Source: an optimization exercise on an open RTL-to-GDS flow (aim: small area). Production flows keep margins and buffers that such runs may drop. In this exercise RTL edits were held to simulation tests only and were not proved equivalent to the original. Power figures rest on the tool's default switching activity, not on a simulated workload.

===== flow/design.v =====
module branch_history_register #(parameter M = 4) (
    input logic clk,
    input logic reset,
    input logic branch_outcome,   
    output logic [M-1:0] bhr_out  
);
    always_ff @(posedge clk or posedge reset) begin
        if (reset)
            bhr_out <= '0;  
        else
            bhr_out <= {bhr_out[M-2:0], branch_outcome};  
    end
endmodule
module pht_nand2 (input logic a, input logic b, output logic y);
    assign y = ~(a & b);
endmodule
module pht_and2 (input logic a, input logic b, output logic y);
    assign y = a & b;
endmodule
module pht_or2 (input logic a, input logic b, output logic y);
    assign y = a | b;
endmodule
module pht_and3 (input logic a, input logic b, input logic c, output logic y);
    assign y = a & b & c;
endmodule
module pht_nand3 (input logic a, input logic b, input logic c, output logic y);
    assign y = ~(a & b & c);
endmodule
module pht_aoi22_nand3 (input logic [1:0] s, input logic [1:0] d,
                        input logic a, input logic b, output logic y);
    logic t;
    assign t = ~((s[0] & d[0]) | (s[1] & d[1]));
    assign y = ~(a & b & t);
endmodule
module pht_aoi222 (input logic [2:0] s, input logic [2:0] d, output logic y);
    assign y = ~((s[0] & d[0]) | (s[1] & d[1]) | (s[2] & d[2]));
endmodule
module pht_counter #(parameter N = 3) (
    input  logic         clk,
    input  logic         hold,      
    input  logic         col,       
    input  logic [N-1:0] rownew,    
    output logic [N-1:0] q
);
    always_ff @(posedge clk)
        q <= (q & {N{hold}}) | ({N{col}} & rownew);
endmodule
module pht_sel8 (
    input  logic [7:0] sel,
    input  logic [7:0] d,
    output logic       y
);
    logic [1:0] t;
    pht_aoi222      g0 (.s(sel[2:0]), .d(d[2:0]), .y(t[0]));
    pht_aoi222      g1 (.s(sel[5:3]), .d(d[5:3]), .y(t[1]));
    pht_aoi22_nand3 g2 (.s(sel[7:6]), .d(d[7:6]), .a(t[0]), .b(t[1]), .y(y));
endmodule
module pht_sel16 (
    input  logic [15:0] sel,
    input  logic [15:0] d,
    output logic        y
);
    logic [5:0] t;
    logic [1:0] u;
    genvar i;
    generate
        for (i = 0; i < 5; i++) begin : g_a
            pht_aoi222 g (.s(sel[3*i +: 3]), .d(d[3*i +: 3]), .y(t[i]));
        end
    endgenerate
    pht_nand2 g5 (.a(sel[15]), .b(d[15]), .y(t[5]));
    pht_nand3 g6 (.a(t[0]), .b(t[1]), .c(t[2]), .y(u[0]));
    pht_nand3 g7 (.a(t[3]), .b(t[4]), .c(t[5]), .y(u[1]));
    assign y = u[0] | u[1];
endmodule
module pht_col #(parameter N = 3, parameter R = 8) (
    input  logic           clk,
    input  logic [R-1:0]   row_w,    
    input  logic [R-1:0]   row_r,    
    input  logic           col_w,    
    input  logic [R*N-1:0] rownew,
    output logic [N-1:0]   rd        
);
    logic [N-1:0] q [R-1:0];
    logic [R-1:0] qb [N-1:0];
    logic [R-1:0] hold;
    genvar gr, gb;
    generate
        for (gr = 0; gr < R; gr++) begin : g_r
            pht_nand2 hg (.a(row_w[gr]), .b(col_w), .y(hold[gr]));
            pht_counter #(N) ctr (
                .clk(clk), .hold(hold[gr]), .col(col_w),
                .rownew(rownew[gr*N +: N]), .q(q[gr])
            );
            for (gb = 0; gb < N; gb++) begin : g_b
                assign qb[gb][gr] = q[gr][gb];
            end
        end
        for (gb = 0; gb < N; gb++) begin : g_rd
            pht_sel8 rsel (.sel(row_r), .d(qb[gb]), .y(rd[gb]));
        end
    endgenerate
endmodule
module mnk_bit_predictor #(parameter K = 4,
                        parameter N = 2,
                        parameter M = 4
                        ) (
    input logic clk,
    input logic reset,
    input logic [K-1:0] index,
    input logic [M-1:0] bhr_in,
    input logic branch_outcome,        
    output logic prediction            
);
    localparam R = 1 << M;    
    localparam C = 1 << K;    
    logic [R-1:0] row_r [2];
    logic [R-1:0] row_w;
    logic [C-1:0] col_r, col_w;
    logic [N-1:0] nxt;
    logic [R*N-1:0] rownew;
    logic [N-1:0] rd [C-1:0];
    logic [C-1:0] rdb [N-1:0];
    logic [N-1:0] cur;
    genvar gr, gc, gb, gh;
    generate
        for (gr = 0; gr < R; gr++) begin : g_rsel
            for (gh = 0; gh < 2; gh++) begin : g_h
                pht_and3 rdec (
                    .a(gr[0] ? bhr_in[0] : ~bhr_in[0]),
                    .b(gr[1] ? bhr_in[1] : ~bhr_in[1]),
                    .c(gr[2] ? bhr_in[2] : ~bhr_in[2]),
                    .y(row_r[gh][gr])
                );
            end
            pht_or2 rw (.a(row_r[0][gr]), .b(reset), .y(row_w[gr]));
            for (gb = 0; gb < N; gb++) begin : g_rn
                pht_and3 rn (.a(row_w[gr]), .b(nxt[gb]), .c(~reset),
                             .y(rownew[gr*N + gb]));
            end
        end
        for (gc = 0; gc < C; gc++) begin : g_csel
            assign col_r[gc] = (index == K'(gc));
            pht_or2 cw (.a(col_r[gc]), .b(reset), .y(col_w[gc]));
        end
        for (gc = 0; gc < C; gc++) begin : g_c
            pht_col #(N, R) pcol (
                .clk(clk), .row_w(row_w), .row_r(row_r[gc / (C / 2)]), .col_w(col_w[gc]),
                .rownew(rownew), .rd(rd[gc])
            );
            for (gb = 0; gb < N; gb++) begin : g_b
                assign rdb[gb][gc] = rd[gc][gb];
            end
        end
        for (gb = 0; gb < N; gb++) begin : g_rd
            pht_sel16 csel (.sel(col_r), .d(rdb[gb]), .y(cur[gb]));
        end
    endgenerate
    assign prediction = cur[N-1];
    always_comb begin
        if (reset)
            nxt = '0;
        else if (branch_outcome)
            nxt = (&cur) ? cur : cur + 1'b1;
        else
            nxt = (|cur) ? cur - 1'b1 : cur;
    end
endmodule
module predictor_top #(parameter M = 3, parameter K = 4, parameter N = 3) (
    input logic clk,
    input logic reset,
    input logic [K-1:0] index,
    input logic branch_outcome,  
    output logic prediction,      
    output logic success
);
    logic [M-1:0] bhr_out;
    branch_history_register #(M) bhr_inst (
        .clk(clk),
        .reset(reset),
        .branch_outcome(branch_outcome),
        .bhr_out(bhr_out)
    );
    mnk_bit_predictor #(K, N, M) pht_inst (
        .clk(clk),
        .reset(reset),
        .index(index),
        .bhr_in(bhr_out),
        .branch_outcome(branch_outcome),
        .prediction(prediction)
    );
    assign success = ~(prediction ^ branch_outcome);
endmodule

===== flow/run.sh =====
#!/bin/bash
# synth_recipe.tcl (not shown) runs the flow's synth.tcl, then flattens the netlist and writes it again
# the make line also repeats each setting of config.mk as NAME=value (left out here)
make -C /OpenROAD-flow-scripts/flow DESIGN_CONFIG=/design/flow/config.mk WORK_HOME=/design/flow/orfs CLKGATE_MAP_FILE= SYNTH_SCRIPT=/design/flow/synth_recipe.tcl finish

===== flow/config.mk =====
export PLATFORM = sky130hd
export DESIGN_NAME = predictor_top
export DESIGN_NICKNAME = predictor_top
export VERILOG_FILES = /design/flow/design.v
export SDC_FILE = /design/flow/constraint.sdc
export NUM_CORES = 4
export LEC_CHECK = 0
export CAP_MARGIN = 0
export CORE_MARGIN = 2
export CORE_UTILIZATION = 60
export CTS_BUF_LIST = sky130_fd_sc_hd__clkbuf_16
export CTS_CLUSTER_DIAMETER = 80
export CTS_CLUSTER_SIZE = 30
export GPL_TIMING_DRIVEN = 0
export PLACE_DENSITY = 0.75
export SLEW_MARGIN = 0
export SYNTH_HIERARCHICAL = 1
export SYNTH_MINIMUM_KEEP_SIZE = 0

===== flow/constraint.sdc =====
create_clock -name core_clock -period 6.0 [get_ports {clk}]
set_input_delay 1.2000 -clock core_clock [delete_from_list [all_inputs] [get_ports {clk}]]
set_output_delay 1.2000 -clock core_clock [all_outputs]
set_load 0.01 [all_outputs]

==> results of run 1 <==
==> cell families (layout without fill, tap and decap cells) <==
kind of cell | Yosys count | in the layout | synth area share
AO/OA/AOI/OAI | 553 | 553 | 0.350
XOR/XNOR | 1 | 1 | 0.000624
flip-flops | 387 | 387 | 0.553
AND/OR/NAND/NOR | 278 | 278 | 0.0927
adder cells (fa/ha/maj) | 2 | 2 | 0.00178
buffers and inverters | 8 | 40 | 0.00214
==> power breakdown <==
group | internal [µW] | switching, µW
clock network | 532 | 805
registers | 2820 | 140
logic | 262 | 356
total | 3610 | 1300
==> layer usage <==
layer  share of wire  track usage  up-vias  wire length, µm
met5               0            0        -                0
met4           0.022       0.0900        0              922
met3            0.12       0.0606       78             4830
met2            0.44        0.506      606            18000
met1            0.42        0.485     5563            17600
li1                -            -     5235                -
==> sequential cells by signal (all words and copies together), names as in the netlist <==
name	count
pht_inst.g_c.pcol.g_r.ctr.q	384
bhr_inst.bhr_out	3
==> per-stage QoR <==
step | std cells | util | instance area, µm² | power, µW
after floorplan | 1229 | - | 14000 | 3410
after global placement | 1550 | 0.637 | 14500 | 3590
after detailed placement | 1550 | 0.637 | 14500 | 3620
after CTS | 1574 | 0.658 | 15000 | 4910
after global routing | 1574 | 0.658 | 15000 | 5100
final | 1574 | 0.658 | 15000 | 4920
==> cell usage in the layout (no fill, tap or decap), types with 2 or more instances in the layout <==
| cell type | instances |
|---|---|
| a211o_1 | 2 |
| a21oi_1 | 2 |
| a222oi_1 | 111 |
| a22o_1 | 384 |
| a22oi_1 | 48 |
| and3_1 | 41 |
| clkbuf_16 | 17 |
| clkdlybuf4s50_1 | 8 |
| dfrtp_1 | 3 |
| dfxtp_1 | 384 |
| ha_1 | 2 |
| inv_1 | 9 |
| nand2_1 | 133 |
| nand2b_1 | 4 |
| nand3_1 | 54 |
| nor2_1 | 12 |
| nor3_1 | 6 |
| or2_1 | 27 |
==> Yosys cell counts, drive strengths merged (2+ instances only) <==
cell / instances
a211o: 2
nand3: 54
nand2b: 4
nor2: 12
a21oi: 2
dfxtp: 384
ha: 2
nand2: 133
a22oi: 48
nor3: 6
dfrtp: 3
a22o: 384
a222oi: 111
inv: 8
or2: 27
and3: 41
==> critical path, delay by kind of cell (launching register included) <==
family	cells	cell delay (ps)
and+or+nand+nor	4	1320
DFF	1	480
xor gates and xnor gates	1	200
AOI/OAI and AO/OA	2	1190
buffers and inverters	2	720
==> final timing paths <==
check                                                              start                                             to  slack [ps]  depth (start not counted)
setup / recovery                           bhr_inst.bhr_out[2]$_DFF_PP0_                                        success         350                          9
hold / removal             pht_inst.g_c[10].pcol.g_r[4].ctr.q[0]$_DFF_P_  pht_inst.g_c[10].pcol.g_r[4].ctr.q[0]$_DFF_P_         490                          1
setup reg to reg                           bhr_inst.bhr_out[2]$_DFF_PP0_  pht_inst.g_c[13].pcol.g_r[2].ctr.q[2]$_DFF_P_         490                         14
hold reg to reg            pht_inst.g_c[10].pcol.g_r[4].ctr.q[0]$_DFF_P_  pht_inst.g_c[10].pcol.g_r[4].ctr.q[0]$_DFF_P_         490                          1
max in group asynchronous                                          reset                  bhr_inst.bhr_out[1]$_DFF_PP0_        4210                          2
min in group asynchronous                                          reset                  bhr_inst.bhr_out[0]$_DFF_PP0_        1600                          2
==> final cells by class <==
type | count | share of cell area
sequential | 387 | 0.518
timing repair buffer | 8 | 0.00534
clock buffer | 17 | 0.0284
multi-input combinational | 834 | 0.417
tap | 313 | 0.0261
clock inverter | 7 | 0.00350
inverter | 8 | 0.00200
==> per-module statistics from Yosys, one instance, submodules excluded, excerpt <==
| module | area [µm²] | flip-flops and latches | copies in the design |
|---|---|---|---|
| pht_aoi22_nand3 | 12.5 | 0 | 48 |
| pht_aoi222 | 10.0 | 0 | 111 |
| predictor_top | 8.76 | 0 | 1 |
| pht_and3 | 6.26 | 0 | 40 |
| pht_or2 | 6.26 | 0 | 24 |
| pht_sel16 | 6.26 | 0 | 3 |
| pht_nand3 | 5.00 | 0 | 6 |
| pht_nand2 | 3.75 | 0 | 131 |
==> run summary, run 1 <==
Die ar.=between 20,000 and 25,000 µm²; PostCTS Resize Cnt=0; first-pass GRT wire length=approximately 63,000 µm; FF/Latch Area=7760 µm²; YS warnings=17; ant diodes=0; vias=11,500; initial antenna violation count=0; Hold Buf Count CTS=0; Wirelength per Cell=26.2 µm; area of the core=about 23,000 µm²; row cnt=55; residual DRC count=0; critical path class=flop to output pin; Worst Tran Pin Value=1180 ps; Critical-path top delay cell=a222oi_1; RePlAce Congestion=0.861; Worst VDD drop=0.247 mV; footprint of the multi-input gates=6250 µm²; Yosys cell types=25; worst path cell trace=inv_1, and3_1, a222oi_1, nand3_1, a222oi_1, nand3_1, or2_1, xnor2_1, clkdlybuf4s50_1; area leader, netlist=dfxtp_1; CP Capture Type=output pin; root buffer cell=clkbuf_16; post-DP HPWL=between 20,000 and 30,000 µm; outcome=complete, no violations; Mapped Nets=1,238; DRT Wirelength=approximately 41,000 µm; TritonCTS clock tree=built; Max stage delay on crit path=about 800 ps; clock sink count=387; Hold Crit Class=flop to flop; gr ovfl total=0; minimum clock period=5650 ps; Die Y=between 150 and 200 µm; Max Freq=about 0.18 GHz; Synth top area share=0.547; initial cell density of the core=0.617; drt first pass iters=10; Final period util=0.941; CP Max Fanout=24; fraction of layout instances using a drive strength above 1=0.0182; P&R area growth vs syn=6.76%; RSZ-0062 raised after global routing=false; Synth Instances=between 1,000 and 1,500; Slew Limit Fails=0; port bufs=8; Mapped Avg Cell Area=around 11 µm²; CTS H-tree lvls=1; nets@finish=between 1,000 and 1,500; asr flop ratio synth=0.00775; clock-pin slew on the worst setup and hold paths=110 ps; worst skew pair latency=530 ps; CTS Buf Count=17; FF+latch count, synth=387; # Post-CTS Setup Buffers=0; Die Wd=157 µm; Top FF cell, synth=dfxtp_1; Post-synth EDFFs=0; drt first-iter violations=1,466; required time worst endpoint=4800 ps; hold slack final=between 400 and 500 ps; Slew headroom=0.216; post-synthesis sequential area ratio=0.553; gr usage total=0.332; Setup TNS=0 ps; number of max-cap violations=0; io pins=9; post-route ant nets=0; Avg Vias per Cell=~7.3; setup slack after layout=352 ps; power per standard cell area=328 nW/µm²; largest net degree at the start of global routing=33; Setup Skew=~22 ps; fill cell count=around 1,800; Final Hold Violating Endpoints=0; critical path data arrival time=4450 ps; leak pwr=0.00594 µW; crit start category=flop; vias in the first global route=10,700; final setup violation count=0; Post-Place Setup Slack=530 ps; ranking of synthesized cells by area=dfxtp_1 (55%), a22o_1 (24%), a222oi_1 (7.9%); CTS Buffer Depth=3; area of the mapped netlist=14,000 µm²
==> run 2, diff against run 1 <==
--- a/flow/config.mk
+++ b/flow/config.mk
@@ -8,10 +8,10 @@
 export CAP_MARGIN = 0
 export CORE_MARGIN = 2
-export CORE_UTILIZATION = 60
+export CORE_UTILIZATION = 75
 export CTS_BUF_LIST = sky130_fd_sc_hd__clkbuf_16
 export CTS_CLUSTER_DIAMETER = 80
 export CTS_CLUSTER_SIZE = 30
 export GPL_TIMING_DRIVEN = 0
-export PLACE_DENSITY = 0.75
+export PLACE_DENSITY = 0.9
 export SLEW_MARGIN = 0
 export SYNTH_HIERARCHICAL = 1
==> run summary, run 2 <==
drt first pass iters=7 (-3); Buf/Inv on CP=2 (unchanged); fill cell count=1,185 (-35%); FF/Latch Area=7760 µm² (unchanged); vias in the first global route=11,200 (+4.5%); # Post-CTS Setup Buffers=0 (unchanged); area of the mapped netlist=14,000 µm² (unchanged); post-synthesis sequential area ratio=0.553 (unchanged); Clk network pwr share=0.262 (-0.010); Hold Crit Class=flop to flop; Post-Place Setup Slack=553 ps (+22.2 ps); area leader, netlist=dfxtp_1; Largest register FFs=384 (unchanged); commonest cells in the netlist=a22o_1 (384), dfxtp_1 (384), nand2_1 (133); Mapped Nets=1,238 (unchanged); Synth Instances=1,229 (unchanged); initial antenna violation count=2 (+2); area of the core=18,500 µm² (-19%); Die Wd=141 µm (-10%); Final Hold Violating Endpoints=0 (unchanged); number of max-cap violations=0 (unchanged); footprint of the multi-input gates=6250 µm² (unchanged); ant diodes=0 (unchanged); CTS Buf Count=16 (-1); Worst Tran Pin Value=1200 ps (+22.7 ps); setup slack after layout=295 ps (-57.0 ps); Setup Skew=19.6 ps (-1.97 ps); Worst VDD drop=0.339 mV (+37%); Setup TNS=0 ps (unchanged); Pint=3600 µW (-0.41%); asr flop ratio synth=0.00775 (unchanged); sw frac=0.262 (-0.00288); row cnt=50 (-9.1%); CTS Buffer Depth=3 (unchanged); P&R area growth vs syn=5.79%; residual DRC count=0 (unchanged); Final period util=0.951 (+0.00949); worst skew pair latency=530 ps (about the same); drt first-iter violations=2,161 (+47%); Avg Vias per Cell=8.02 (+9.9%); post-DP HPWL=25,600 µm (+0.43%); CTS H-tree lvls=1 (unchanged); Die Y=141 µm (-10%); Critical-path top delay cell=a222oi_1; Wirelength per Cell=28.0 µm (+6.9%); initial cell density of the core=0.758 (+0.142); RePlAce Congestion=0.964 (+12%); outcome=complete, no violations; Mapped Avg Cell Area=11.4 µm² (unchanged); first-pass GRT wire length=63,300 µm (+0.69%); Hold Buf Count CTS=0 (unchanged); final setup violation count=0 (unchanged); worst path cell trace=inv_1, and3_1, a222oi_1, nand3_1, a222oi_1, nand3_1, or2_1, xnor2_1, clkdlybuf4s50_1; Net Sw Power=1280 µW (-1.9%); top flop regs=pht_inst.g_c.pcol.g_r.ctr.q (384), bhr_inst.bhr_out (3); critical path's top delay family=simple AND/OR/NAND/NOR gates; Die ar.=19,800 µm² (-20%); required time worst endpoint=4800 ps (about the same); post-route ant nets=0 (unchanged); Post-synth EDFFs=0 (unchanged); power per standard cell area=328 nW/µm² (+0.11%); crit start category=flop; Max stage delay on crit path=860 ps (+60 ps); Gate power share=0.130 (+0.004); nets@finish=1,264 (-0.079%); DRT Wirelength=41,800 µm (+1.3%); Slew Limit Fails=0 (unchanged); gr usage total=0.410 (+0.0773); Slew headroom=0.201 (-0.0151); FF+latch count, synth=387 (unchanged); register share of total power=0.608 (+0.006); io pins=9 (unchanged); minimum clock period=5700 ps (+57.0 ps); CP Capture Type=output pin; gr ovfl total=0 (unchanged); fraction of layout instances using a drive strength above 1=0.0151 (-0.00314); clock-pin slew on the worst setup and hold paths=110 ps (about the same); port bufs=8 (unchanged); critical path data arrival time=4500 ps (+50 ps); vias=12,000 (+4.2%); PostCTS Resize Cnt=0 (unchanged); clock sink count=387 (unchanged); TritonCTS clock tree=built; RSZ-0062 raised after global routing=false; ranking of synthesized cells by area=dfxtp_1 (55%), a22o_1 (24%), a222oi_1 (7.9%); leak pwr=0.00593 µW (-0.17%); critical path class=flop to output pin; Yosys cell types=25 (unchanged); root buffer cell=clkbuf_16; Reg with most FFs=pht_inst.g_c.pcol.g_r.ctr.q; Max Freq=0.175 GHz (-1.0%); YS warnings=17 (unchanged); largest net degree at the start of global routing=33 (unchanged); CP Max Fanout=25 (+4.2%); Top FF cell, synth=dfxtp_1; Synth top area share=0.547 (unchanged); most frequent cells in the layout=a22o_1 (384), dfxtp_1 (384), nand2_1 (133)
## run 2: cell counts after synthesis
Identical to the previous run, type by type.
## run 2: area by class of cell
cell class | count | share of cell area
sequential | 387 | 0.522
multi-input combinational | 834 | 0.421
clock buffer | 17 | 0.0286
tap | 234 | 0.0197
timing repair buffer | 8 | 0.00539
inverter | 8 | 0.00202
clock inverter | 4 | 0.00101
## run 2: cell families after synthesis
logic type | share of synthesized area
buffers and inverters | 0.00214
xor gates and xnor gates | 0.000624
adders and majority gates | 0.00178
and+or+nand+nor | 0.0927
AOI/OAI and AO/OA | 0.350
DFF | 0.553
## run 2: modules after synthesis, one instance, submodules excluded, excerpt
module / flip-flops and latches / area, µm²
pht_nand3: 0 / 5.00
pht_aoi222: 0 / 10.0
pht_aoi22_nand3: 0 / 12.5
pht_nand2: 0 / 3.75
predictor_top: 0 / 8.76
pht_or2: 0 / 6.26
pht_and3: 0 / 6.26
pht_sel16: 0 / 6.26
## run 2: through the flow
stage / hold slack, ps / power (µW) / area (µm²) / instances / utilization
floorplan: 448 / 3410 / 14000 / 1229 / -
global placement: 460 / 3580 / 14400 / 1471 / 0.779
detailed placement: 462 / 3620 / 14400 / 1471 / 0.779
CTS: 493 / 4850 / 14900 / 1492 / 0.802
global route: 505 / 5030 / 14900 / 1492 / 0.802
finish: 491 / 4880 / 14900 / 1492 / 0.802
## run 2: final timing paths
check                                                        startpoint                                       endpoint  slack [ps]  cells after the start
hold / removal             pht_inst.g_c[5].pcol.g_r[1].ctr.q[0]$_DFF_P_   pht_inst.g_c[5].pcol.g_r[1].ctr.q[0]$_DFF_P_         490                      1
hold reg to reg            pht_inst.g_c[5].pcol.g_r[1].ctr.q[0]$_DFF_P_   pht_inst.g_c[5].pcol.g_r[1].ctr.q[0]$_DFF_P_         490                      1
setup / recovery                          bhr_inst.bhr_out[2]$_DFF_PP0_                                        success         300                      9
max in group asynchronous                                         reset                  bhr_inst.bhr_out[2]$_DFF_PP0_        4200                      2
setup reg to reg                          bhr_inst.bhr_out[2]$_DFF_PP0_  pht_inst.g_c[14].pcol.g_r[2].ctr.q[2]$_DFF_P_         350                     13
min in group asynchronous                                         reset                  bhr_inst.bhr_out[0]$_DFF_PP0_        1600                      2
## run 2: metal layers
layer / global-route usage / part of all wire
met1: 0.574 / 0.38
met2: 0.613 / 0.43
met3: 0.106 / 0.14
met4: 0.160 / 0.043
met5: 0 / 0.00057
## run 2: worst reg2reg max path, cell delays in order (launching register included)
cell and delay, ps:
dfrtp_1 490, inv_1 160, and3_1 530, a222oi_1 890, nand3_1 240, a222oi_1 400, nand3_1 180, or2_1 340
ha_1 230, a21boi_1 130, a21o_1 190, a221oi_2 530, and3_1 1020, a22o_1 260
## run 2: power groups by stage
stage | Sequential [µW] | Combinational [µW] | Clock, µW
after floorplan | 2970 | 443 | 0
after CTS | 2960 | 613 | 1280
after global placement | 3000 | 583 | 0
after global routing | 2990 | 670 | 1370
after detailed placement | 3010 | 609 | 0
final | 2970 | 631 | 1280
==> run 3, diff against run 2 <==
==> flow/flow/run.sh (new file) <==
#!/bin/bash
# Layout flow: the standard flow (standard.sh, ORFS) unchanged except
# for the clock tree synthesis arguments: the same clustering as config.mk
# asks for, but without dummy loads.
# ORFS writes each step's log under orfs/logs; standard.sh's own output
# goes to standard.log.
set -e
export CTS_ARGS="-sink_clustering_enable -repair_clock_nets -dont_use_dummy_load -sink_clustering_size 30 -sink_clustering_max_diameter 80 -buf_list sky130_fd_sc_hd__clkbuf_16"
bash standard.sh > standard.log 2>&1
==> flow/standard.sh (new file) <==
#!/bin/bash
# synth_recipe.tcl (not shown) runs the flow's synth.tcl, then flattens the netlist and writes it again
# the make line also repeats each setting of config.mk as NAME=value (left out here)
make -C /OpenROAD-flow-scripts/flow DESIGN_CONFIG=/design/flow/config.mk WORK_HOME=/design/flow/orfs CLKGATE_MAP_FILE= SYNTH_SCRIPT=/design/flow/synth_recipe.tcl "${@:-finish}"
removed: flow/run.sh
==> run summary, run 3 <==
drt first-iter violations=1,883 (-13%); critical path's top delay family=simple AND/OR/NAND/NOR gates; clock sink count=387 (unchanged); met3 routed WL=5940 µm (+0.92%); nets@finish=1,264 (unchanged); top flop regs=pht_inst.g_c.pcol.g_r.ctr.q (384), bhr_inst.bhr_out (3); CP Capture Type=output pin; fill cell count=1,191 (+0.51%); Mapped Avg Cell Area=11.4 µm² (unchanged); number of max-cap violations=0 (unchanged); fraction of layout instances using a drive strength above 1=0.0144 (-0.000738); Max Freq=0.175 GHz (-0.35%); worst skew pair latency=530 ps (about the same); Die Y=141 µm (unchanged); critical path class=flop to output pin; FF+latch count, synth=387 (unchanged); Final period util=0.954 (+0.00332); Worst VDD drop=0.343 mV (+1.2%); area of the mapped netlist=14,000 µm² (unchanged); PostCTS Resize Cnt=0 (unchanged); post-route ant nets=0 (unchanged); Slew Limit Fails=0 (unchanged); Synth Instances=1,229 (unchanged); RSZ-0062 raised after global routing=false; commonest cells in the netlist=a22o_1 (384), dfxtp_1 (384), nand2_1 (133); wl on met1=15,900 µm (-0.77%); Mapped Nets=1,238 (unchanged); outcome=complete, no violations; root buffer cell=clkbuf_16; Final Hold Violating Endpoints=0 (unchanged); vias=12,000 (+0.059%); gr usage total=0.408 (-0.00120); Critical-path top delay cell=a222oi_1; Die Wd=141 µm (unchanged); P&R area growth vs syn=5.51%; ranking of synthesized cells by area=dfxtp_1 (55%), a22o_1 (24%), a222oi_1 (7.9%); TritonCTS clock tree=built; Hold Buf Count CTS=0 (unchanged); Post-synth EDFFs=0 (unchanged); Largest register FFs=384 (unchanged); critical path data arrival time=4520 ps (+20 ps); YS warnings=17 (unchanged); largest net degree at the start of global routing=33 (unchanged); RePlAce Congestion=0.964 (unchanged); ant diodes=0 (unchanged); post-synthesis sequential area ratio=0.553 (unchanged); Synth top area share=0.547 (unchanged); Die ar.=19,800 µm² (unchanged); met2 wire len=17,900 µm (-1.1%); CP Max Fanout=25 (unchanged); CTS H-tree lvls=1 (unchanged); Setup TNS=0 ps (unchanged); Top FF cell, synth=dfxtp_1; highest routed layer=met5; Worst Tran Pin Value=1240 ps (+39.2 ps); initial antenna violation count=1 (-1); port bufs=8 (unchanged); vias in the first global route=11,200 (+0.090%); # Post-CTS Setup Buffers=0 (unchanged); Max stage delay on crit path=900 ps (+40 ps); initial cell density of the core=0.758 (unchanged); critical path depth in cells=9 (unchanged); Setup Skew=29.1 ps (+9.47 ps); hold slack final=489 ps (-1.42 ps); Reg with most FFs=pht_inst.g_c.pcol.g_r.ctr.q; first-pass GRT wire length=63,100 µm (-0.20%); area of the core=18,500 µm² (unchanged); final setup violation count=0 (unchanged); FF/Latch Area=7760 µm² (unchanged); drt first pass iters=9 (+2); clock-pin slew on the worst setup and hold paths=110 ps (about the same); row cnt=50 (unchanged); Avg Vias per Cell=8.05 (+0.39%); area leader, netlist=dfxtp_1; residual DRC count=0 (unchanged); footprint of the multi-input gates=6250 µm² (unchanged); WHS Path Cells=1 (unchanged); most frequent cells in the layout=a22o_1 (384), dfxtp_1 (384), nand2_1 (133); DRT Wirelength=41,700 µm (-0.34%); power per standard cell area=327 nW/µm² (-0.48%); R2R cell count=13 (unchanged); crit start category=flop; Slew headroom=0.175 (-0.0261); post-DP HPWL=25,600 µm (unchanged); CTS Buf Count=16 (unchanged); io pins=9 (unchanged); required time worst endpoint=4800 ps (about the same); gr ovfl total=0 (unchanged); worst path cell trace=inv_1, and3_1, a222oi_1, nand3_1, a222oi_1, nand3_1, or2_1, xnor2_1, clkdlybuf4s50_1; leak pwr=0.00590 µW (-0.50%); Wirelength per Cell=28.0 µm (about the same); minimum clock period=5720 ps (+19.9 ps); CTS Buffer Depth=3 (unchanged); Buf/Inv on CP=2 (unchanged); hold wc startpoint=pht_inst.g_c[5].pcol.g_r[2].ctr.q[0]$_DFF_P_; Yosys cell types=25 (unchanged); asr flop ratio synth=0.00775 (unchanged); worst r2r src=bhr_inst.bhr_out[2]$_DFF_PP0_; Worst setup startpoint=bhr_inst.bhr_out[2]$_DFF_PP0_; Hold Crit Class=flop to flop
[run 3: path summary, 6_finish.rpt]
kind	end	slack (ps)
max	success	280
min	pht_inst.g_c[5].pcol.g_r[2].ctr.q[0]$_DFF_P_	490
max reg2reg	pht_inst.g_c[10].pcol.g_r[2].ctr.q[1]$_DFF_P_	300
min reg2reg	pht_inst.g_c[5].pcol.g_r[2].ctr.q[0]$_DFF_P_	490
max in group asynchronous	bhr_inst.bhr_out[1]$_DFF_PP0_	4170
min in group asynchronous	bhr_inst.bhr_out[0]$_DFF_PP0_	1620
[run 3: per-module statistics from Yosys, one instance, submodules excluded, a selection]
module,cell area [µm²],cells inside,times used
pht_aoi22_nand3,12.5,2,48
pht_sel16,6.26,1,3
pht_nand3,5.00,1,6
predictor_top,8.76,1,1
pht_nand2,3.75,1,131
pht_and3,6.26,1,40
[run 3: cells by family (layout without fill, tap and decap cells)]
logic type      after synthesis  after routing  synth area share
compound gates              553            553             0.350
flops                       387            387             0.553
simple gates                278            278            0.0927
xor+xnor                      1              1          0.000624
fa+ha+maj                     2              2           0.00178
buf+inv                       8             32           0.00214
[run 3: layout make-up]
class,instances,area share
Tap cell,234,0.0198
Sequential cell,387,0.524
Multi-Input combinational cell,834,0.422
Clock buffer,16,0.0270
Inverter,8,0.00203
Timing Repair Buffer,8,0.00540
[run 3: routing by layer]
| metal | up-vias | track usage |
|---|---|---|
| li1 | 5226 | - |
| met5 | - | 0 |
| met1 | 5704 | 0.572 |
| met2 | 859 | 0.613 |
| met3 | 176 | 0.104 |
| met4 | 2 | 0.158 |
[run 3: where the power goes]
group	leakage, µW	switching (µW)	internal (µW)
clock	0.000197	756	485
combinational	0.00254	369	263
sequential	0.00316	146	2820
[run 3: stage by stage]
| step | util | setup slack, ps | area, µm² | instances | power (µW) |
|---|---|---|---|---|---|
| finish | 0.800 | 275 | 14800 | 1487 | 4840 |
| global route | 0.800 | 127 | 14800 | 1487 | 4980 |
| CTS | 0.800 | 468 | 14800 | 1487 | 4810 |
| detailed placement | 0.779 | 553 | 14400 | 1471 | 3620 |
| global placement | 0.779 | 663 | 14400 | 1471 | 3580 |
| floorplan | - | 2330 | 14000 | 1229 | 3410 |
[run 3: worst reg2reg max path: stages, from the launching register on]
cell and delay, ps:
dfrtp_1 490, inv_1 150, and3_1 540, a222oi_1 960
nand3_1 200, a222oi_1 400, nand3_1 140, or2_1 300
inv_1 130, ha_1 260, a211o_1 240, a21oi_1 480
and3_1 1090, a22o_1 250
==> run 4, diff against run 3 <==
==> flow/flow/run.sh (replaced) <==
#!/bin/bash
# Layout flow: the standard flow (standard.sh, ORFS) unchanged except
# for the clock tree synthesis arguments: the same clustering as config.mk
# asks for, without dummy loads, and with buffers only where the tree branches far apart.
# ORFS writes each step's log under orfs/logs; standard.sh's own output
# goes to standard.log.
set -e
export CTS_ARGS="-sink_clustering_enable -repair_clock_nets -dont_use_dummy_load -sink_clustering_size 30 -sink_clustering_max_diameter 80 -buf_list sky130_fd_sc_hd__clkbuf_16 -branching_point_buffers_distance 1000 -distance_between_buffers 1000"
bash standard.sh > standard.log 2>&1
==> run summary, run 4 <==
outcome=complete, no violations; area of the mapped netlist=14,000 µm² (unchanged); Worst VDD drop=0.343 mV (unchanged); clock-pin slew on the worst setup and hold paths=110 ps (about the same); number of max-cap violations=0 (unchanged); CP Max Fanout=25 (unchanged); vias in the first global route=11,200 (unchanged); worst r2r src=bhr_inst.bhr_out[2]$_DFF_PP0_; clock sink count=387 (unchanged); hold wc startpoint=pht_inst.g_c[5].pcol.g_r[2].ctr.q[0]$_DFF_P_; Hold Buf Count CTS=0 (unchanged); FF/Latch Area=7760 µm² (unchanged); GRT busiest layer=met2; post-synthesis sequential area ratio=0.553 (unchanged); vias=12,000 (unchanged); minimum clock period=5720 ps (unchanged); Post-synth EDFFs=0 (unchanged); Net Sw Power=1270 µW (unchanged); CTS Buf Count=16 (unchanged); Mapped Nets=1,238 (unchanged); TritonCTS clock tree=built; Critical-path top delay cell=a222oi_1; # Post-CTS Setup Buffers=0 (unchanged); R2R cell count=13 (unchanged); Avg Vias per Cell=8.05 (unchanged); CTS H-tree lvls=1 (unchanged); Buf/Inv on CP=2 (unchanged); Synth Instances=1,229 (unchanged); Hold Crit Class=flop to flop; GR Layer Usage met1=0.572 (unchanged); fill cell count=1,191 (unchanged); top flop regs=pht_inst.g_c.pcol.g_r.ctr.q (384), bhr_inst.bhr_out (3); largest net degree at the start of global routing=33 (unchanged); initial cell density of the core=0.758 (unchanged); area of the core=18,500 µm² (unchanged); io pins=9 (unchanged); Gate power share=0.131 (about the same); asr flop ratio synth=0.00775 (unchanged); Synth top area share=0.547 (unchanged); worst setup path endpoint=success; port bufs=8 (unchanged); gr ovfl total=0 (unchanged); Final period util=0.954 (unchanged); fraction of layout instances using a drive strength above 1=0.0144 (unchanged); final setup violation count=0 (unchanged); critical path class=flop to output pin; row cnt=50 (unchanged); Layout Utilization=0.800 (unchanged); Slew Limit Fails=0 (unchanged); Wirelength per Cell=28.0 µm (unchanged); DRT Wirelength=41,700 µm (unchanged); commonest cells in the netlist=a22o_1 (384), dfxtp_1 (384), nand2_1 (133); RePlAce Congestion=0.964 (unchanged); hold slack final=489 ps (unchanged); Yosys cell types=25 (unchanged); residual DRC count=0 (unchanged); P&R area growth vs syn=5.51% (unchanged); gr usage total=0.408 (unchanged); Slew headroom=0.175 (unchanged); post-route ant nets=0 (unchanged); leak pwr=0.00590 µW (unchanged); Largest register FFs=384 (unchanged); root buffer cell=clkbuf_16; ant diodes=0 (unchanged); Max Freq=0.175 GHz (unchanged); YS warnings=17 (unchanged); setup slack after layout=275 ps (unchanged); Setup TNS=0 ps (unchanged); FF+latch count, synth=387 (unchanged); Mapped Avg Cell Area=11.4 µm² (unchanged); Pint=3570 µW (unchanged); Post-Place Setup Slack=553 ps (unchanged); Setup Skew=29.1 ps (unchanged); drt first-iter violations=1,883 (unchanged); CTS Buffer Depth=3 (unchanged); worst path cell trace=inv_1, and3_1, a222oi_1, nand3_1, a222oi_1, nand3_1, or2_1, xnor2_1, clkdlybuf4s50_1; initial antenna violation count=1 (unchanged); register share of total power=0.613 (about the same); Die ar.=19,800 µm² (unchanged); footprint of the multi-input gates=6250 µm² (unchanged); Reg with most FFs=pht_inst.g_c.pcol.g_r.ctr.q; post-DP HPWL=25,600 µm (unchanged); required time worst endpoint=4800 ps (about the same); Top FF cell, synth=dfxtp_1; worst skew pair latency=530 ps (about the same); met2 global-route usage=0.613 (unchanged); PostCTS Resize Cnt=0 (unchanged); critical path data arrival time=4520 ps (about the same); drt first pass iters=9 (unchanged); Worst Tran Pin Value=1240 ps (unchanged); Worst R2R Setup Slack=300 ps (about the same); sw frac=0.263 (unchanged); most frequent cells in the layout=a22o_1 (384), dfxtp_1 (384), nand2_1 (133); Max stage delay on crit path=900 ps (about the same); RR Endpoint=pht_inst.g_c[10].pcol.g_r[2].ctr.q[1]$_DFF_P_; Die Y=141 µm (unchanged); crit start category=flop; final instance area=14,800 µm² (unchanged); power per standard cell area=327 nW/µm² (unchanged); first-pass GRT wire length=63,100 µm (unchanged); Die Wd=141 µm (unchanged); GR Layer Usage met3=0.104 (unchanged); critical path depth in cells=9 (unchanged); RSZ-0062 raised after global routing=false; CP Capture Type=output pin; area leader, netlist=dfxtp_1; Worst setup startpoint=bhr_inst.bhr_out[2]$_DFF_PP0_; Clk network pwr share=0.257 (about the same); Final Hold Violating Endpoints=0 (unchanged); placed instance area=14,400 µm² (unchanged); ranking of synthesized cells by area=dfxtp_1 (55%), a22o_1 (24%), a222oi_1 (7.9%); nets@finish=1,264 (unchanged); critical path's top delay family=simple AND/OR/NAND/NOR gates
-- run 4: cell counts after synthesis --
Identical to the previous run, type by type.
-- run 4: layer usage --
layer / wire length, µm / share of wire / up-vias
met4: 1930 / 0.046 / 2
met1: 15900 / 0.38 / 5704
li1: - / - / 5226
met2: 17900 / 0.43 / 859
met5: 11 / 0.00026 / -
met3: 5940 / 0.14 / 176
-- run 4: power by group through the flow --
stage / clock network, µW / registers (µW) / logic [µW]
6_report: 1240 / 2970 / 632
4_1_cts: 1240 / 2960 / 612
3_5_place_dp: 0 / 3010 / 609
3_3_place_gp: 0 / 3000 / 583
5_1_grt: 1330 / 2990 / 669
2_1_floorplan: 0 / 2970 / 443
-- run 4: kinds of logic (layout without fill, tap and decap cells) --
family / Yosys count / in the layout / share of synthesized area
AOI/OAI and AO/OA: 553 / 553 / 0.350
buffers and inverters: 8 / 32 / 0.00214
adders and majority gates: 2 / 2 / 0.00178
and+or+nand+nor: 278 / 278 / 0.0927
DFF: 387 / 387 / 0.553
xor gates and xnor gates: 1 / 1 / 0.000624
-- run 4: Yosys stat by module, one instance, submodules excluded, excerpt --
module           times used  flip-flops and latches
pht_nand3                 6                       0
pht_aoi22_nand3          48                       0
pht_or2                  24                       0
pht_and3                 40                       0
pht_nand2               131                       0
pht_aoi222              111                       0
predictor_top             1                       0
pht_sel16                 3                       0
-- run 4: layout make-up --
cell class	instances	share of cell area
multi-input combinational	834	0.422
inverter	8	0.00203
timing repair buffer	8	0.00540
clock buffer	16	0.0270
tap	234	0.0198
sequential	387	0.524
-- run 4: how the worst min path moves through the flow --
stage	endpoint	slack [ps]	cells past startpoint
detailed placement	pht_inst.g_c[6].pcol.g_r[3].ctr.q[0]$_DFF_P_	460	1
floorplan	pht_inst.g_c[0].pcol.g_r[0].ctr.q[0]$_DFF_P_	450	1
CTS	pht_inst.g_c[5].pcol.g_r[2].ctr.q[0]$_DFF_P_	490	1
global placement	pht_inst.g_c[14].pcol.g_r[2].ctr.q[0]$_DFF_P_	460	1
global route	pht_inst.g_c[15].pcol.g_r[7].ctr.q[0]$_DFF_P_	510	1
finish	pht_inst.g_c[5].pcol.g_r[2].ctr.q[0]$_DFF_P_	490	1
-- run 4: worst reg2reg max path: stages (launching register included) --
cell	delay, ps
dfrtp_1	490
inv_1	150
and3_1	540
a222oi_1	960
nand3_1	200
a222oi_1	400
nand3_1	140
or2_1	300
inv_1	130
ha_1	260
a211o_1	240
a21oi_1	480
and3_1	1090
a22o_1	250
-- run 4: through the flow --
stage                     cells  power [µW]
final                      1487        4840
after global routing       1487        4980
after CTS                  1487        4810
after detailed placement   1471        3620
after global placement     1471        3580
after floorplan            1229        3410
==> run 5, diff against run 4 <==
--- a/flow/design.v
+++ b/flow/design.v
@@ -15,21 +15,9 @@
     assign y = ~(a & b);
 endmodule
-module pht_and2 (input logic a, input logic b, output logic y);
-    assign y = a & b;
-endmodule
-module pht_or2 (input logic a, input logic b, output logic y);
-    assign y = a | b;
-endmodule
-module pht_and3 (input logic a, input logic b, input logic c, output logic y);
-    assign y = a & b & c;
-endmodule
 module pht_nand3 (input logic a, input logic b, input logic c, output logic y);
     assign y = ~(a & b & c);
 endmodule
-module pht_aoi22_nand3 (input logic [1:0] s, input logic [1:0] d,
-                        input logic a, input logic b, output logic y);
-    logic t;
-    assign t = ~((s[0] & d[0]) | (s[1] & d[1]));
-    assign y = ~(a & b & t);
+module pht_nand4 (input logic [3:0] a, output logic y);
+    assign y = ~(&a);
 endmodule
 module pht_aoi222 (input logic [2:0] s, input logic [2:0] d, output logic y);
@@ -51,8 +39,10 @@
     output logic       y
 );
-    logic [1:0] t;
-    pht_aoi222      g0 (.s(sel[2:0]), .d(d[2:0]), .y(t[0]));
-    pht_aoi222      g1 (.s(sel[5:3]), .d(d[5:3]), .y(t[1]));
-    pht_aoi22_nand3 g2 (.s(sel[7:6]), .d(d[7:6]), .a(t[0]), .b(t[1]), .y(y));
+    logic [3:0] t;
+    pht_aoi222 g0 (.s(sel[2:0]), .d(d[2:0]), .y(t[0]));
+    pht_aoi222 g1 (.s(sel[5:3]), .d(d[5:3]), .y(t[1]));
+    pht_nand2  g2 (.a(sel[6]), .b(d[6]), .y(t[2]));
+    pht_nand2  g3 (.a(sel[7]), .b(d[7]), .y(t[3]));
+    pht_nand4  g4 (.a(t), .y(y));
 endmodule
 module pht_sel16 (
@@ -115,6 +105,5 @@
     localparam R = 1 << M;    
     localparam C = 1 << K;    
-    logic [R-1:0] row_r [2];
-    logic [R-1:0] row_w;
+    logic [R-1:0] row_r, row_w;
     logic [C-1:0] col_r, col_w;
     logic [N-1:0] nxt;
@@ -123,28 +112,18 @@
     logic [C-1:0] rdb [N-1:0];
     logic [N-1:0] cur;
-    genvar gr, gc, gb, gh;
+    genvar gr, gc, gb;
     generate
         for (gr = 0; gr < R; gr++) begin : g_rsel
-            for (gh = 0; gh < 2; gh++) begin : g_h
-                pht_and3 rdec (
-                    .a(gr[0] ? bhr_in[0] : ~bhr_in[0]),
-                    .b(gr[1] ? bhr_in[1] : ~bhr_in[1]),
-                    .c(gr[2] ? bhr_in[2] : ~bhr_in[2]),
-                    .y(row_r[gh][gr])
-                );
-            end
-            pht_or2 rw (.a(row_r[0][gr]), .b(reset), .y(row_w[gr]));
-            for (gb = 0; gb < N; gb++) begin : g_rn
-                pht_and3 rn (.a(row_w[gr]), .b(nxt[gb]), .c(~reset),
-                             .y(rownew[gr*N + gb]));
-            end
+            assign row_r[gr] = (bhr_in == M'(gr));
+            assign row_w[gr] = row_r[gr] | reset;
+            assign rownew[gr*N +: N] = {N{row_w[gr]}} & nxt;
         end
         for (gc = 0; gc < C; gc++) begin : g_csel
             assign col_r[gc] = (index == K'(gc));
-            pht_or2 cw (.a(col_r[gc]), .b(reset), .y(col_w[gc]));
+            assign col_w[gc] = col_r[gc] | reset;
         end
         for (gc = 0; gc < C; gc++) begin : g_c
             pht_col #(N, R) pcol (
-                .clk(clk), .row_w(row_w), .row_r(row_r[gc / (C / 2)]), .col_w(col_w[gc]),
+                .clk(clk), .row_w(row_w), .row_r(row_r), .col_w(col_w[gc]),
                 .rownew(rownew), .rd(rd[gc])
             );
==> flow/flow/run.sh (replaced) <==
#!/bin/bash
# Layout flow: the standard flow (standard.sh, ORFS), with three changes:
#  - right after synthesis, combinational cells that ABC upsized are set back
#    to their smallest drive strength (downsize.tcl); the resizer later
#    upsizes whatever placement shows needs it;
#  - ports are buffered with buf_1 (the smallest buffer);
#  - CTS runs without dummy loads.
# Each ORFS step writes its own log under orfs/logs; standard.sh's own
# output goes to standard.log.
set -e
HERE=$(pwd)
export PRE_FLOORPLAN_TCL=$HERE/flow/downsize.tcl
export BUFFER_PORTS_ARGS="-buffer_cell sky130_fd_sc_hd__buf_1"
export CTS_ARGS="-sink_clustering_enable -repair_clock_nets -dont_use_dummy_load -sink_clustering_size 30 -sink_clustering_max_diameter 100 -buf_list {sky130_fd_sc_hd__clkbuf_8 sky130_fd_sc_hd__clkbuf_16}"
bash standard.sh > standard.log 2>&1
==> flow/flow/downsize.tcl (new file) <==
# Set every combinational cell back to the smallest drive strength of its
# family (same function and pins), leaving flip-flops, buffers and tie
# cells alone. Timing repair later in the flow upsizes where needed.
set db [ord::get_db]
set block [ord::get_db_block]
set n 0
foreach inst [$block getInsts] {
  set m [[$inst getMaster] getName]
  if { ![regexp {^(sky130_fd_sc_hd__)([a-z0-9]+)_([0-9]+)$} $m -> pre fam sz] } { continue }
  if { [regexp {^(df|edf|sdf|sedf|dl|buf|clk|conb|inv)} $fam] } { continue }
  foreach s {0 1} {
    if { $s >= $sz } { break }
    set small [$db findMaster "${pre}${fam}_${s}"]
    if { $small != "NULL" && $small != "" } {
      if { [$inst swapMaster $small] } { incr n }
      break
    }
  }
}
puts "downsize.tcl: swapped $n instances to smaller masters"
--- a/flow/config.mk
+++ b/flow/config.mk
@@ -8,10 +8,9 @@
 export CAP_MARGIN = 0
 export CORE_MARGIN = 2
-export CORE_UTILIZATION = 75
-export CTS_BUF_LIST = sky130_fd_sc_hd__clkbuf_16
-export CTS_CLUSTER_DIAMETER = 80
+export CORE_UTILIZATION = 60
+export CTS_BUF_LIST = sky130_fd_sc_hd__clkbuf_8 sky130_fd_sc_hd__clkbuf_16
+export CTS_CLUSTER_DIAMETER = 100
 export CTS_CLUSTER_SIZE = 30
-export GPL_TIMING_DRIVEN = 0
-export PLACE_DENSITY = 0.9
+export PLACE_DENSITY = 0.75
 export SLEW_MARGIN = 0
 export SYNTH_HIERARCHICAL = 1
==> run summary, run 5 <==
outcome=complete, but fails checks; Blocking Checks=max-capacitance violations, max-slew violations; crit start category=flop; Setup TNS=0 ps (unchanged); largest net degree at the start of global routing=50 (+52%); Clk network pwr share=0.288 (+0.031); Synth top area share=0.546 (-0.00175); Critical Path Most Common Cell=a222oi_1; area leader, netlist=dfxtp_1; worst r2r src=bhr_inst.bhr_out[0]$_DFF_PP0_; worst skew pair latency=530 ps (about the same); Final period util=0.910 (-0.0446); Reg with most FFs=pht_inst.g_c.pcol.g_r.ctr.q; asr flop ratio synth=0.00775 (unchanged); R2R cell count=14 (+1); Worst VDD drop=0.222 mV (-35%); residual DRC count=0 (unchanged); fill cell count=1,844 (+55%); hold slack final=491 ps (+2.00 ps); Post-synth EDFFs=0 (unchanged); Worst R2R Setup Slack=800 ps (+500 ps); most frequent cells in the layout=a22o_1 (384), dfxtp_1 (384), nand2_1 (238); Hold Crit Class=flop to flop; RSZ-0062 raised after global routing=false; critical path class=flop to output pin; YS warnings=16 (-1); power per standard cell area=281 nW/µm² (-14%); commonest cells in the netlist=a22o_1 (384), dfxtp_1 (384), nand2_1 (238); CTS Buffer Depth=3 (unchanged); CTS H-tree lvls=1 (unchanged); clock-pin slew on the worst setup and hold paths=110 ps (about the same); hold wc startpoint=pht_inst.g_c[9].pcol.g_r[4].ctr.q[0]$_DFF_P_; Net Sw Power=1090 µW (-14%); gr ovfl total=0 (unchanged); CP Max Fanout=32 (+28%); Die Wd=157 µm (+12%); FF/Latch Area=7760 µm² (unchanged); ranking of synthesized cells by area=dfxtp_1 (55%), a22o_1 (24%), a222oi_1 (7.9%); Pint=3270 µW (-8.4%); Synth Instances=1,283 (+4.4%); vias in the first global route=11,100 (-1.1%); area of the core=23,300 µm² (+26%); # Post-CTS Setup Buffers=0 (unchanged); root buffer cell=clkbuf_16; setup slack after layout=543 ps (+267 ps); post-route ant nets=0 (unchanged); P&R area growth vs syn=10.0%; first-pass GRT wire length=67,300 µm (+6.5%); port bufs=8 (unchanged); Yosys cell types=33 (+32%); Max Freq=0.183 GHz (+4.9%); Max stage delay on crit path=490 ps (-410 ps); Mapped Nets=1,292 (+4.4%); sw frac=0.250 (-0.0122); Slew Limit Fails=17 (+17); Avg Vias per Cell=7.26 (-9.8%); WHS Path Cells=1 (unchanged); Largest register FFs=384 (unchanged); fraction of layout instances using a drive strength above 1=0.0806 (+0.0662); post-synthesis sequential area ratio=0.551 (-0.00177); RR Endpoint=pht_inst.g_c[15].pcol.g_r[0].ctr.q[2]$_DFF_P_; top flop regs=pht_inst.g_c.pcol.g_r.ctr.q (384), bhr_inst.bhr_out (3); Worst setup startpoint=bhr_inst.bhr_out[0]$_DFF_PP0_; area of the mapped netlist=14,100 µm² (+0.25%); post-DP HPWL=28,700 µm (+12%); Slew headroom=-0.0547 (-0.230); Top FF cell, synth=dfxtp_1; hold path endpoint=pht_inst.g_c[9].pcol.g_r[4].ctr.q[0]$_DFF_P_; CTS Buf Count=16 (unchanged); Critical-path top delay cell=and2_2; initial antenna violation count=1 (unchanged); TritonCTS clock tree=built; initial cell density of the core=0.605 (-0.153); Post-Place Setup Slack=1090 ps (+541 ps); CP Capture Type=output pin; minimum clock period=5460 ps (-267 ps); drt first-iter violations=2,326 (+24%); PostCTS Resize Cnt=0 (unchanged); row cnt=56 (+12%); footprint of the multi-input gates=6400 µm² (+2.4%); final setup violation count=0 (unchanged); clock sink count=387 (unchanged); required time worst endpoint=4800 ps (about the same); io pins=9 (unchanged); DRT Wirelength=44,900 µm (+7.6%); Gate power share=0.091 (-0.040); FF+latch count, synth=387 (unchanged); Hold Buf Count CTS=0 (unchanged); gr usage total=0.356 (-0.0526); Setup Skew=31.7 ps (+2.63 ps); RePlAce Congestion=0.966 (+0.24%); register share of total power=0.621 (+0.008); Final Hold Violating Endpoints=0 (unchanged); Mapped Avg Cell Area=11.0 µm² (-4.0%); vias=12,200 (+2.2%); critical path data arrival time=4260 ps (-260 ps); drt first pass iters=8 (-1); Die ar.=24,700 µm² (+25%); leak pwr=0.00590 µW (about the same); Worst Tran Pin Value=1580 ps (+345 ps); number of max-cap violations=1 (+1); Wirelength per Cell=26.6 µm (-5.0%); nets@finish=1,376 (+8.9%); worst path cell trace=nor2b_1, and2_2, buf_4, a222oi_1, nand4_1, a222oi_1, nand3_1, or2_0, xnor2_1, buf_1; Die Y=157 µm (+12%)
[run 5: cell type report]
| class | instances | share of cell area |
|---|---|---|
| sequential | 387 | 0.501 |
| multi-input combinational | 888 | 0.413 |
| timing repair buffer | 70 | 0.0328 |
| clock buffer | 16 | 0.0259 |
| tap | 319 | 0.0258 |
| inverter | 4 | 0.000969 |
| antenna | 1 | 0.000162 |
[run 5: worst max path at each step]
stage | end | slack [ps] | depth (start not counted)
after CTS | success | 700 | 10
after detailed placement | pht_inst.g_c[15].pcol.g_r[0].ctr.q[2]$_DFF_P_ | 1090 | 13
after floorplan | pht_inst.g_c[0].pcol.g_r[0].ctr.q[2]$_DFF_P_ | 210 | 13
after global placement | pht_inst.g_c[10].pcol.g_r[0].ctr.q[2]$_DFF_P_ | 1060 | 13
final | success | 540 | 10
after global routing | success | 480 | 10
[run 5: per-module statistics from Yosys, one instance, submodules excluded, a selection]
module,copies in the design,cells,area (µm²)
pht_nand3,6,1,5.00
predictor_top,1,1,8.76
pht_aoi222,111,1,10.0
pht_sel16,3,1,6.26
pht_nand2,227,1,3.75
pht_nand4,48,1,6.26
[run 5: logic make-up (layout without fill, tap and decap cells)]
family	count (synthesis)	in the layout	share of synthesized area
buffers and inverters	8	90	0.00266
other	0	1	0
adder cells (fa/ha/maj)	2	2	0.00178
XOR/XNOR	1	1	0.000622
flip-flops	387	387	0.551
multiplexers	1	1	0.000799
AND/OR/NAND/NOR	375	375	0.119
AO/OA/AOI/OAI	509	509	0.324
[run 5: per-stage QoR]
step,power [µW],instance area (µm²),cells,util
2_1_floorplan,2990,14100,1283,-
3_3_place_gp,3140,15100,1668,0.649
3_5_place_dp,3150,15100,1668,0.649
4_1_cts,4350,15500,1684,0.666
5_1_grt,4490,15500,1685,0.666
6_report,4360,15500,1685,0.666
[run 5: worst max-delay path: cells and delay by family, from the launching register on]
kind | cells | cell delay (ps)
flip-flops | 1 | 480
XOR/XNOR | 1 | 240
AND/OR/NAND/NOR | 5 | 1540
AO/OA/AOI/OAI | 2 | 930
buffers and inverters | 2 | 510
[run 5: metal layers]
layer,GRT usage,wire length [µm],share of wire,vias to the layer above
li1,-,-,-,5428
met1,0.517,18600,0.41,5934
met2,0.535,19400,0.43,749
met3,0.0427,4730,0.11,114
met4,0.153,2190,0.049,0
met5,0,0,0,-
[run 5: power by group through the flow]
stage          Combinational, µW  Sequential, µW  Clock (µW)
6_report                     396            2710        1260
2_1_floorplan                246            2750           0
3_3_place_gp                 378            2760           0
5_1_grt                      422            2720        1350
3_5_place_dp                 383            2760           0
4_1_cts                      385            2710        1260

==> separate check: timing with driven ports <==
How much do the figures lean on ideal ports? The routed layouts below were timed once more, with nothing changed but the port constraints.
Step 1 sets driving cells, clkbuf_16 on the clock port and buf_2 on the other inputs (assumed; they add their load-dependent delay and slew).
Step 2 adds t to the input delays and takes it off the output delays; t is the mean of the earliest and latest rising clock arrival at the registers after step 1. Input paths then give back, and output paths get back, about the clock's delay inside the block.
Slacks: ideal / step 1 / step 2; pairs: ideal / step 1.
run | shift t [ns] | setup slack, ns | worst setup path after step 2 | worst register clock-pin slew, ns
run 1 | 0.565 | 0.352 / 0.302 / 0.335 | input to register | 0.12 / 0.12
run 2 | 0.568 | 0.295 / 0.249 / 0.299 | input to register | 0.12 / 0.12
run 3 | 0.564 | 0.275 / 0.228 / 0.230 | input to register | 0.12 / 0.12
run 4 | 0.564 | 0.275 / 0.228 / 0.230 | input to register | 0.12 / 0.12
run 5 | 0.560 | 0.543 / 0.493 / 0.767 | input to register | 0.12 / 0.12
